From an optimization exercise on the open Yosys and OpenROAD flow, aimed at a short achievable clock period and few clock cycles per item; shortcuts taken in it are not production practice. Only simulation tests tie the RTL to the original design; equivalence was not proved. Power is estimated from default activity; no workload was simulated.

`design.v`:
```
`timescale 1ns / 1ps
module TwoXOneMUX( input A,B,S,output  C);
assign C= S? B:A;
endmodule
`timescale 1ns / 1ps
module DFlipFlop (input clk, input rst, input D, output reg Q);
always @ (posedge clk or posedge rst)
 begin
if (rst)
Q <= 1'b0;
else
Q <= D;
end
endmodule
`timescale 1ns / 1ps
module onebitReg( input  in, input S,input clk, input rst, output  Q);
wire C;
TwoXOneMUX  mux(  Q,in,S, C);
DFlipFlop flipflop( clk,  rst,  C, Q);
endmodule
`timescale 1ns / 1ps
module OneReg(input clk,input S,input [31:0] in,input rst, output [31:0] Q );
genvar i;  
generate 
for (i=0;i<=31;i=i+1)
begin
    onebitReg mod1 (   in[i],  S, clk,  rst,   Q[i]);
    end 
   endgenerate 
endmodule
`timescale 1ns / 1ps
module sixtyFour_reg #(parameter n=64)(input clk,input S,input [n-1:0] in,input rst, output [n-1:0] Q );
    genvar i;  
    generate 
    for (i=0;i<n;i=i+1)
    begin
        onebitReg mod1 (   in[i],  S, clk,  rst,   Q[i]);
        end 
       endgenerate 
    endmodule
`timescale 1ns / 1ps
module ThirtytwoMUX(input [31:0]A,input [31:0]B,input S ,output[31:0] C);
genvar i;  
generate 
for (i=0;i<=31;i=i+1)
begin
TwoXOneMUX m(A[i],B[i],S,C[i]);
 end 
  endgenerate 
endmodule
`timescale 1ns / 1ps
module FullAdder(input a,b,c, output sum1, carry_out);
wire w1,w2,w3;
assign sum1=a^b^c;
assign w1=a&b;
assign w2=a&c;
assign w3=c&b;
assign carry_out=w1|w2|w3;
endmodule
`timescale 1ns / 1ps
module ripple_carry(input [31:0] x_ripple,
input [31:0] y_ripple,
input cin,
output [31:0] sum_ripple,
output cout1_ripple
);
wire [31:0]c;
FullAdder add(x_ripple[0],y_ripple[0],cin,sum_ripple[0],c[0]);
genvar i;
generate
for(i=1;i<32;i=i+1)
begin
FullAdder add1(x_ripple[i],y_ripple[i],c[i-1],sum_ripple[i],c[i]);
end
endgenerate 
assign cout1_ripple= c[31];
endmodule
`timescale 1ns / 1ps
module shiftLeft(input [31:0]num ,output[31:0] C);
assign  C ={num[30:0],1'b0}; 
endmodule
`timescale 1ns / 1ps
module ALU (
input [31:0] in1, in2,
input [3:0] aluSel,
output reg [31:0] result, output zero );
wire c1, c2;
wire [31:0]sum;
ripple_carry plus( in1,in2, 1'b0,sum,c1);
wire [31:0]sub;
ripple_carry subt( in1,~in2+32'd1, 1'b0,sub,c2);
always @(*)
begin
case(aluSel)
4'b0010: result= sum; 
4'b0110 :result= sub ;   
4'b0000 : result= in1 & in2  ;
4'b0001 :  result= in1 | in2 ;
default:result=0;
endcase
end
  assign zero=(result==0);
endmodule
`timescale 1ns / 1ps
module ALU_Control(input [1:0]aluop, input [14:12]intr1,input  instr2 ,output reg[3:0]aluS);
always @(*)
begin
if(aluop==2'b00)
aluS=4'b0010;
else if(aluop==2'b01 )
aluS=4'b0110;
else if (aluop==2'b10 && intr1==3'b000 && instr2==1'b0)
aluS=4'b0010;
else if (aluop==2'b10&&intr1==3'b000&&instr2==1)
aluS=4'b0110;
else if (aluop==2'b10&&intr1==3'b111&&instr2==0)
aluS=4'b0000;
else if (aluop==2'b10&&intr1==3'b110&&instr2==0)
aluS=4'b0001;
else
aluS=4'b0010;
end
endmodule
`timescale 1ns / 1ps
module Control_unit(input [6:2]opcode, output reg branch,
output reg  memread,output reg  memtoreg,
output reg [1:0]aluop,output reg memwrite, output reg  alusrc,output reg regwrite );
always @(*)
begin
case(opcode) 
5'b01100 : 
begin 
 branch=0;
  memread=0;
   memtoreg=0;
 aluop=10;
  memwrite=0; 
   alusrc=0;
    regwrite=1;
end
5'b00000 :
begin 
 branch=0;
  memread=1;
   memtoreg=1;
 aluop=00;
  memwrite=0; 
   alusrc=1;
    regwrite=1;
end
5'b01000:
begin 
 branch=0;
  memread=0;
   memtoreg=1;
 aluop=00;
  memwrite=1; 
   alusrc=1;
    regwrite=0;
end
5'b11000:
begin 
 branch=1;
  memread=0;
   memtoreg=0;
 aluop=01;
  memwrite=0; 
   alusrc=0;
    regwrite=0;
end
default :
begin
 branch=0;
 memread=0;
  memtoreg=0;
aluop=2'b00;
 memwrite=0; 
  alusrc=0;
   regwrite=0;
   end
endcase
end
endmodule
`timescale 1ns / 1ps
module Forward_unit(input [4:0] Rs1, input [4:0] Rs2, input [4:0]Ex_mem_RegistarRd, input [4:0] Mem_Wb_RegistarRd,
input exmem_Regwrite, input memwb_Regwrite, output reg [1:0]f1, output reg[1:0]f2 );
always@(*)
begin
if(exmem_Regwrite==1 && Ex_mem_RegistarRd!=0 && Ex_mem_RegistarRd==Rs1 )
f1=2'b10;
else if(memwb_Regwrite==1 && Mem_Wb_RegistarRd!=0 && Mem_Wb_RegistarRd==Rs1 && 
!((exmem_Regwrite==1 && Ex_mem_RegistarRd!=0) && Ex_mem_RegistarRd==Rs1))
f1=2'b01;
else f1=2'b00;
 if(exmem_Regwrite==1 && Ex_mem_RegistarRd!=0 && Ex_mem_RegistarRd==Rs2 )
f2=2'b10;
 else 
 if(memwb_Regwrite==1 && Mem_Wb_RegistarRd!=0 && Mem_Wb_RegistarRd==Rs2 && 
!((exmem_Regwrite==1 && Ex_mem_RegistarRd!=0) && Ex_mem_RegistarRd==Rs2))
f2=2'b01;
else 
f2=2'b00;
end
endmodule
    `timescale 1ns / 1ps
    module FourMuxForward(input [31:0] read_data_ID_EX, input [31:0] write_data_mux, 
    input [31:0] ALU_result_EX_MEM, input[1:0] forward,
     output reg[31:0]RD1_output
     );
    always@(*)
    begin
    case (forward)
    2'b00 :RD1_output=read_data_ID_EX;
    2'b01 :RD1_output=write_data_mux;
    2'b10 :RD1_output=ALU_result_EX_MEM;
    default : RD1_output=0;
    endcase 
    end 
    endmodule
`timescale 1ns / 1ps
module hazard_unit( input  [4:0] RS1_IF_ID, input [4:0]RD_ID_EX,input [4:0]RS2_IF_ID,
                    input memread_ID_EX, output reg stall );
always@(*)
begin
if( RS1_IF_ID == RD_ID_EX | RS2_IF_ID == RD_ID_EX && memread_ID_EX !=0 && RD_ID_EX != 0)
    stall = 1'b1;
 else
 stall =1'b0;
end
endmodule
`timescale 1ns / 1ps
module immediate_generator(output reg [31:0] gen_out, input [31:0] inst );
always @(*)
begin
if(inst[6]==0 && inst[5]==0)  
         begin
          gen_out={{inst[31]?20'hFFFFF:20'h00000},inst[31:20]};
          end
else if(inst[6]==0 && inst[5]==1) 
        begin
           gen_out={{inst[31]?20'hFFFFF:20'h00000},inst[31:25],inst[11:7]};
        end
else   
        begin
           gen_out={{inst[31]?20'hFFFFF:20'h00000},inst[31],inst[7],inst[30:25],inst[11:8]};
         end
end 
endmodule
`timescale 1ns / 1ps
module RegisterFile(input clk, rst, 
input[4:0] readreg1, readreg2, writereg,
input[31:0] writedata,
input regwrite,
output[31:0] readdata1, readdata2  );
reg [31:0]S;
wire [31:0]dataout [0:31];
genvar i; 
assign dataout[0]=0;
generate 
for (i=1;i<32;i=i+1)
begin
OneReg regs (clk,S[i],writedata, rst,  dataout[i]);
end
endgenerate
assign readdata1 = (regwrite && writereg!=0 && writereg==readreg1) ? writedata : dataout[readreg1];
assign readdata2 = (regwrite && writereg!=0 && writereg==readreg2) ? writedata : dataout[readreg2];
always@(*)
begin
S=0;
if (regwrite)
S[writereg] =1;
end
endmodule
`timescale 1ns / 1ps
module Full_dataPath( input clk, input rst,
  output [5:0] imem_addr, input [31:0] imem_data,
  output [5:0] dmem_addr, output [31:0] dmem_wdata, output dmem_we,
  input [31:0] dmem_rdata);
reg  [5:0]  pc;
reg         fd_v;
reg  [31:0] fd_inst;
reg  [5:0]  fd_pc;
reg         fd_pt;                  
reg         de_v;
reg         de_wr;                  
reg         de_lw;
reg  [4:0]  de_rd;
reg  [1:0]  de_op;                  
reg  [31:0] de_a, de_b;
reg         de_fa, de_fb;           
reg  [5:0]  de_addr;
reg  [31:0] de_wd;
reg         de_we;
reg         ew_we;
reg  [4:0]  ew_rd;
reg  [31:0] ew_res;
reg  [31:0] rf [1:31];
reg  [31:1] rfv;
assign imem_addr  = pc;
assign dmem_addr  = de_addr;
assign dmem_wdata = de_wd;
assign dmem_we    = de_we;
wire [31:0] ea = de_fa ? ew_res : de_a;
wire [31:0] eb = de_fb ? ew_res : de_b;
wire [31:0] e_sum = ea + (de_op[0] ? ~eb : eb) + {31'b0, de_op[0]};
wire [31:0] e_alu = de_op[1] ? (de_op[0] ? (ea & eb) : (ea | eb)) : e_sum;
wire [31:0] e_res = de_lw ? dmem_rdata : e_alu;
wire [6:0]  op  = fd_inst[6:0];
wire [4:0]  rs1 = fd_inst[19:15];
wire [4:0]  rs2 = fd_inst[24:20];
wire [4:0]  rd  = fd_inst[11:7];
wire d_br  = op[6];
wire d_alu = ~op[6] & op[4];
wire d_sw  = ~op[6] & op[5] & ~op[4];
wire d_lw  = ~op[6] & ~op[5] & ~op[4];
wire [1:0] d_op = fd_inst[13] ? {1'b1, fd_inst[12]} : {1'b0, fd_inst[30]};
function [31:0] rdreg(input [4:0] r);
  rdreg = (r != 5'd0 && rfv[r]) ? rf[r] : 32'b0;
endfunction
wire w_f1 = ew_we & (ew_rd == rs1);
wire w_f2 = ew_we & (ew_rd == rs2);
wire [31:0] r1 = w_f1 ? ew_res : rdreg(rs1);
wire [31:0] r2 = w_f2 ? ew_res : rdreg(rs2);
wire e_f1 = de_v & de_wr & (de_rd == rs1);
wire e_f2 = de_v & de_wr & (de_rd == rs2);
wire [31:0] v1 = e_f1 ? e_res : r1;
wire [31:0] v2 = e_f2 ? e_res : r2;
wire [7:0] d_imm = d_sw ? {fd_inst[31:25], fd_inst[11:7]} : fd_inst[27:20];
wire [7:0] d_base = e_f1 ? e_alu[7:0] : r1[7:0];
wire [7:0] d_ea = d_base + d_imm;
wire [5:0] d_tgt = fd_pc + {fd_inst[27:25], fd_inst[11:9]};
wire d_stall = fd_v & (d_lw | d_sw) & e_f1 & de_lw;
wire d_mis   = fd_v & d_br & ~fd_pt & (v1 == v2);
wire f_unc = imem_data[6] & (imem_data[19:15] == imem_data[24:20]);
wire [5:0] f_next = f_unc ? pc + {imem_data[27:25], imem_data[11:9]} : pc + 6'd1;
always @(posedge clk or posedge rst)
  if (rst) begin
    pc <= 6'd0;
    fd_v <= 1'b0;
    de_v <= 1'b0; de_wr <= 1'b0; de_we <= 1'b0;
    ew_we <= 1'b0;
    rfv <= 31'b0;
  end else begin
    if (d_mis)        pc <= d_tgt;
    else if (!d_stall) pc <= f_next;
    if (d_mis)         fd_v <= 1'b0;
    else if (!d_stall) fd_v <= 1'b1;
    de_v  <= fd_v & ~d_stall & ~d_br;
    de_wr <= fd_v & ~d_stall & (d_alu | d_lw) & (rd != 5'd0);
    de_we <= fd_v & ~d_stall & d_sw;
    ew_we <= de_v & de_wr;
    if (ew_we) rfv[ew_rd] <= 1'b1;
  end
always @(posedge clk) begin
  if (!d_stall) begin
    fd_inst <= imem_data;
    fd_pc   <= pc;
    fd_pt   <= f_unc;
  end
  de_lw   <= d_lw;
  de_rd   <= rd;
  de_op   <= d_alu ? d_op : 2'b00;
  de_a    <= r1;
  de_b    <= r2;
  de_fa   <= e_f1;
  de_fb   <= e_f2;
  de_addr <= d_ea[7:2];
  de_wd   <= v2;
  ew_rd   <= de_rd;
  ew_res  <= e_res;
  if (ew_we) rf[ew_rd] <= ew_res;
end
endmodule
```
`flow/run.sh`:
```
#!/bin/bash
set -euo pipefail
MARGIN=$(cat flow/margin.txt)
bash standard.sh SETUP_SLACK_MARGIN=$MARGIN finish > make_finish.log 2>&1
```
`flow/margin.txt`:
```
10.8
```
`standard.sh`:
```
#!/bin/bash
# synth_recipe.tcl (not shown) runs the flow's synth.tcl, then flattens the netlist and writes it again
# the make line also repeats each setting of config.mk as NAME=value (left out here)
make -C /OpenROAD-flow-scripts/flow DESIGN_CONFIG=/design/flow/config.mk WORK_HOME=/design/flow/orfs CLKGATE_MAP_FILE= SYNTH_SCRIPT=/design/flow/synth_recipe.tcl "${@:-finish}"
```
`config.mk`:
```
export PLATFORM = sky130hd
export DESIGN_NAME = Full_dataPath
export DESIGN_NICKNAME = Full_dataPath
export VERILOG_FILES = /design/flow/design.v
export SDC_FILE = /design/flow/constraint.sdc
export NUM_CORES = 4
export LEC_CHECK = 0
export ABC_CLOCK_PERIOD_IN_PS = 4000
export CAP_MARGIN = 20
export CORE_MARGIN = 2
export CORE_UTILIZATION = 35
export PLACE_DENSITY = 0.5
export SLEW_MARGIN = 20
```
`constraint.sdc`:
```
create_clock -name core_clock -period 15.0 [get_ports {clk}]
set_input_delay 3.0000 -clock core_clock [delete_from_list [all_inputs] [get_ports {clk}]]
set_output_delay 3.0000 -clock core_clock [all_outputs]
set_load 0.01 [all_outputs]
```
==> results.py <==
metrics = {
    "synthesis": {
        "synth-seq-cells": 1224,
        "synth.area.top_cells": "edfxtp_1 (50%), mux4_2 (14%), dfxtp_1 (5.2%), mux2i_1 (4.9%), dfrtp_1 (1.7%)",
        "syn_nets": 4465,
        "synth_top_area_cell": "edfxtp_1",
        "async_flop_share": 0.0343,
        "avgSynthCellArea_sq_um": 14.2,
        "yosysTopAreaCellShare": 0.497,
        "synth_cell_type_count": 108,
        "synth_ff_type": "edfxtp_1",
        "synth_edf_count": 1023,
        "yosysWarnings": 1,
        "yosysSeqAreaShare": 0.566,
        "synthCells": 4336,
        "netlist_area_sq_um": 61800,
    },
    "timing": {
        "timing.final.ws_setup_ns": 9.86,
        "finalHoldViolations": 0,
        "fmax_ghz": 0.195,
        "slew_violations": 0,
        "skew_ns": 0.0339,
        "slew_headroom": 0.170,
        "period_share": 0.342,
        "period_minus_slack_ns": 5.14,
        "tightestPinTransition_ns": 1.24,
        "grt_setup_unrepaired": "true",
        "tns_ns": 0,
        "worst_hold_slack_ns": 0.394,
        "setup_viol": 0,
    },
    "floorplanning": {
        "rows": 154,
        "ioPinCount": 111,
        "fp.dieW_um": 424,
        "core_sq_um": 176000,
        "die_h_um": 424,
        "start_util": 0.352,
        "dieArea_sq_um": 180000,
    },
    "power_and_ir_drop": {
        "power_leakage_uw": 0.0253,
        "power_density_nw_per_um2": 125,
        "totalPowerFinal_uw": 9200,
        "ir_drop_mv": 0.0724,
    },
    "setup_path": {
        "endpoint": "pc[0]$_DFFE_PP0P_",
        "worstPathRequired_ns": 15.66,
        "critPathLaunch": "dmem_rdata[0]",
        "regToRegSetupSlack_ns": 9.92,
        "worst_ep_arrival_time_ns": 5.80,
        "path_max_fanout": 5,
        "worstSetupPathType": "in -> reg",
        "r2r-end": "pc[0]$_DFFE_PP0P_",
        "rr_worst_depth": 14,
        "cp-end-kind": "flop",
        "start_kind": "input pin",
    },
    "cts": {
        "insertion_delay_ns": 0.81,
        "clk_pin_slew_ns": 0.06,
        "cts_tree": "done",
        "cts_inserted_buffers": 134,
        "cts_root_buf": "clkbuf_16",
        "cts_max_level": 4,
        "cts_sinks": 1224,
        "ctsLongestPathBuffers": 3,
        "cts_hold_buffers": 0,
    },
    "hold_path": {
        "hold_path_class": "reg -> reg",
        "hold-path-cell-count": 0,
    },
    "placed_design": {
        "pre_cts_ws_ns": 8.25,
        "postPlaceCellArea_sq_um": 65700,
        "dp_hpwl_um": 148000,
        "portBuffers": 102,
        "gp_congestion": 0.932,
    },
    "grt": {
        "grt_pass1_vias": 41800,
        "grt_first_pass_wirelength_um": 335000,
        "grt_overflow": 0,
        "antenna_found_initial": 8,
        "grt_max_degree": 56,
        "grtUsageTotal": 0.265,
    },
    "detailed_routing": {
        "routed_wl_um": 244000,
        "postRouteAntennaNets": 0,
        "first_pass_iters": 6,
        "viasPerCell": 6.16,
        "avgRoutedWirePerCell_um": 34.8,
        "drc": 0,
        "vias": 43100,
        "drt_iter0_drc": 5299,
    },
    "job": {
        "drv_cap": 0,
    },
    "finish": {
        "nets": 4683,
        "area_growth_pct": 18.7,
        "layout_commonest_cell": "edfxtp_1",
        "drive_above_1_share": 0.285,
        "finalInstanceArea_sq_um": 73400,
        "layout_common_cells": "edfxtp_1 (1,023), mux4_2 (382), mux2i_1 (283), buf_4 (212), nor2_1 (204)",
    },
    "status": {
        "status": "complete, no violations",
    },
}
worst max-delay path: stages:
cell and delay, ns:
buf_6 0.10, nand2_4 0.04, o211ai_1 0.09, buf_4 0.17, xor2_1 0.13, a311o_1 0.35, a311oi_2 0.33, nand4_1 0.21
nor4_4 0.26, nand4_1 0.24, nor4_4 0.36, nand2_4 0.18, mux2_4 0.33
final cells by class:
class,instances,area [sq um]
flip-flops and latches,1224,35100
fillers,16100,102000
clock buffers,168,3570
multi-input cells,2699,26700
clock inverters,73,746
well taps,2340,2930
diodes,3,7.51
repair buffers,387,3940
inverters,108,429
state kept, by name, summed over array words and instances (netlist names), 5 cells and up, named ones only:
name / count
de_a: 32
de_addr: 6
de_b: 32
de_rd: 5
de_wd: 32
ew_rd: 5
ew_res: 32
fd_inst: 24
fd_pc: 6
pc: 6
rf: 992
rfv: 31
worst min-delay path by stage:
stage / slack (ns) / end / start
finish: 0.39 / ew_rd[2]$_DFF_P_ / de_rd[2]$_DFF_P_
global route: 0.41 / ew_rd[2]$_DFF_P_ / de_rd[2]$_DFF_P_
CTS: 0.40 / ew_rd[2]$_DFF_P_ / de_rd[2]$_DFF_P_
detailed placement: 0.39 / ew_rd[2]$_DFF_P_ / de_rd[2]$_DFF_P_
global placement: 0.39 / ew_rd[2]$_DFF_P_ / de_rd[2]$_DFF_P_
floorplan: 0.37 / de_rd[0]$_DFF_P_ / fd_inst[7]$_DFFE_PN_
metal layers:
layer | up-vias | track usage | part of all wire
li1 | 17800 | - | -
met1 | 22700 | 0.349 | 0.40
met2 | 2135 | 0.421 | 0.46
met3 | 501 | 0.0466 | 0.081
met4 | 2 | 0.138 | 0.061
met5 | - | 0 | 0.000033
per-stage QoR:
step | util | cells
floorplan | - | 4336
global placement | 0.374 | 6631
detailed placement | 0.374 | 6632
CTS | 0.411 | 6957
global route | 0.417 | 6999
finish | 0.417 | 7002
cells in the mapped netlist (42+ instances only):
library cell,instances
edfxtp_1,1023
mux4_2,382
mux2i_1,303
nor2_1,248
nand2_1,212
a21oi_1,175
dfxtp_1,159
buf_2,112
clkbuf_1,111
o21ai_0,110
a22oi_1,106
inv_1,102
xnor2_1,92
nand3_1,77
ha_1,60
a211oi_1,56
mux2_2,55
xor2_1,54
a31oi_1,51
nor3_1,49
a21o_1,48
nand4_1,46
and2_1,44
nor2b_1,44
dfrtp_1,42
kinds of logic after synthesis:
logic type | share of synthesized area
AND/OR/NAND/NOR | 0.0682
XOR/XNOR | 0.0212
multiplexers | 0.199
flip-flops | 0.566
buffers and inverters | 0.0315
AO/OA/AOI/OAI | 0.0990
adder cells (fa/ha/maj) | 0.0152
where the power goes:
group	switching [uW]	leakage [uW]	total [uW]	internal, uW
Clock	1440	0.00210	3320	1880
Sequential	136	0.0112	4160	4030
Combinational	1100	0.0120	1720	622
Total	2670	0.0253	9200	6520
what timing repair did:
action                     CTS  global route
gates resized for setup    547           155
cloned                       5             2
pin swaps                   54            51
setup endpoints to repair  130            62
setup buffers               79            39
Testbench counts, summed over its fixed seeds: cycles 18,493, instrs 17,427.

==> port drivers added, routing unchanged <==
In the flow no input, the clock included, has a driving cell. The finished layout below was timed again as built, in two steps.
Step 1 assumes that a clkbuf_16 drives the clock port and a buf_2 every other input.
Step 2, shift: input delay + t, output delay - t, t = (earliest + latest rising clock arrival at the registers) / 2. This alone moves slack from input paths to output paths.
Slacks: no drivers / after step 1 / after step 2; pairs: no drivers / after step 1.
t, ns: 0.875
setup slack, ns: 9.863 / 9.915 / 9.039
worst data-port slew with drivers (ns): 0.08
After both steps setup and hold are still met in this run. The setup slack of this run moves by +0.052 ns with the drivers and by -0.824 ns with both steps.
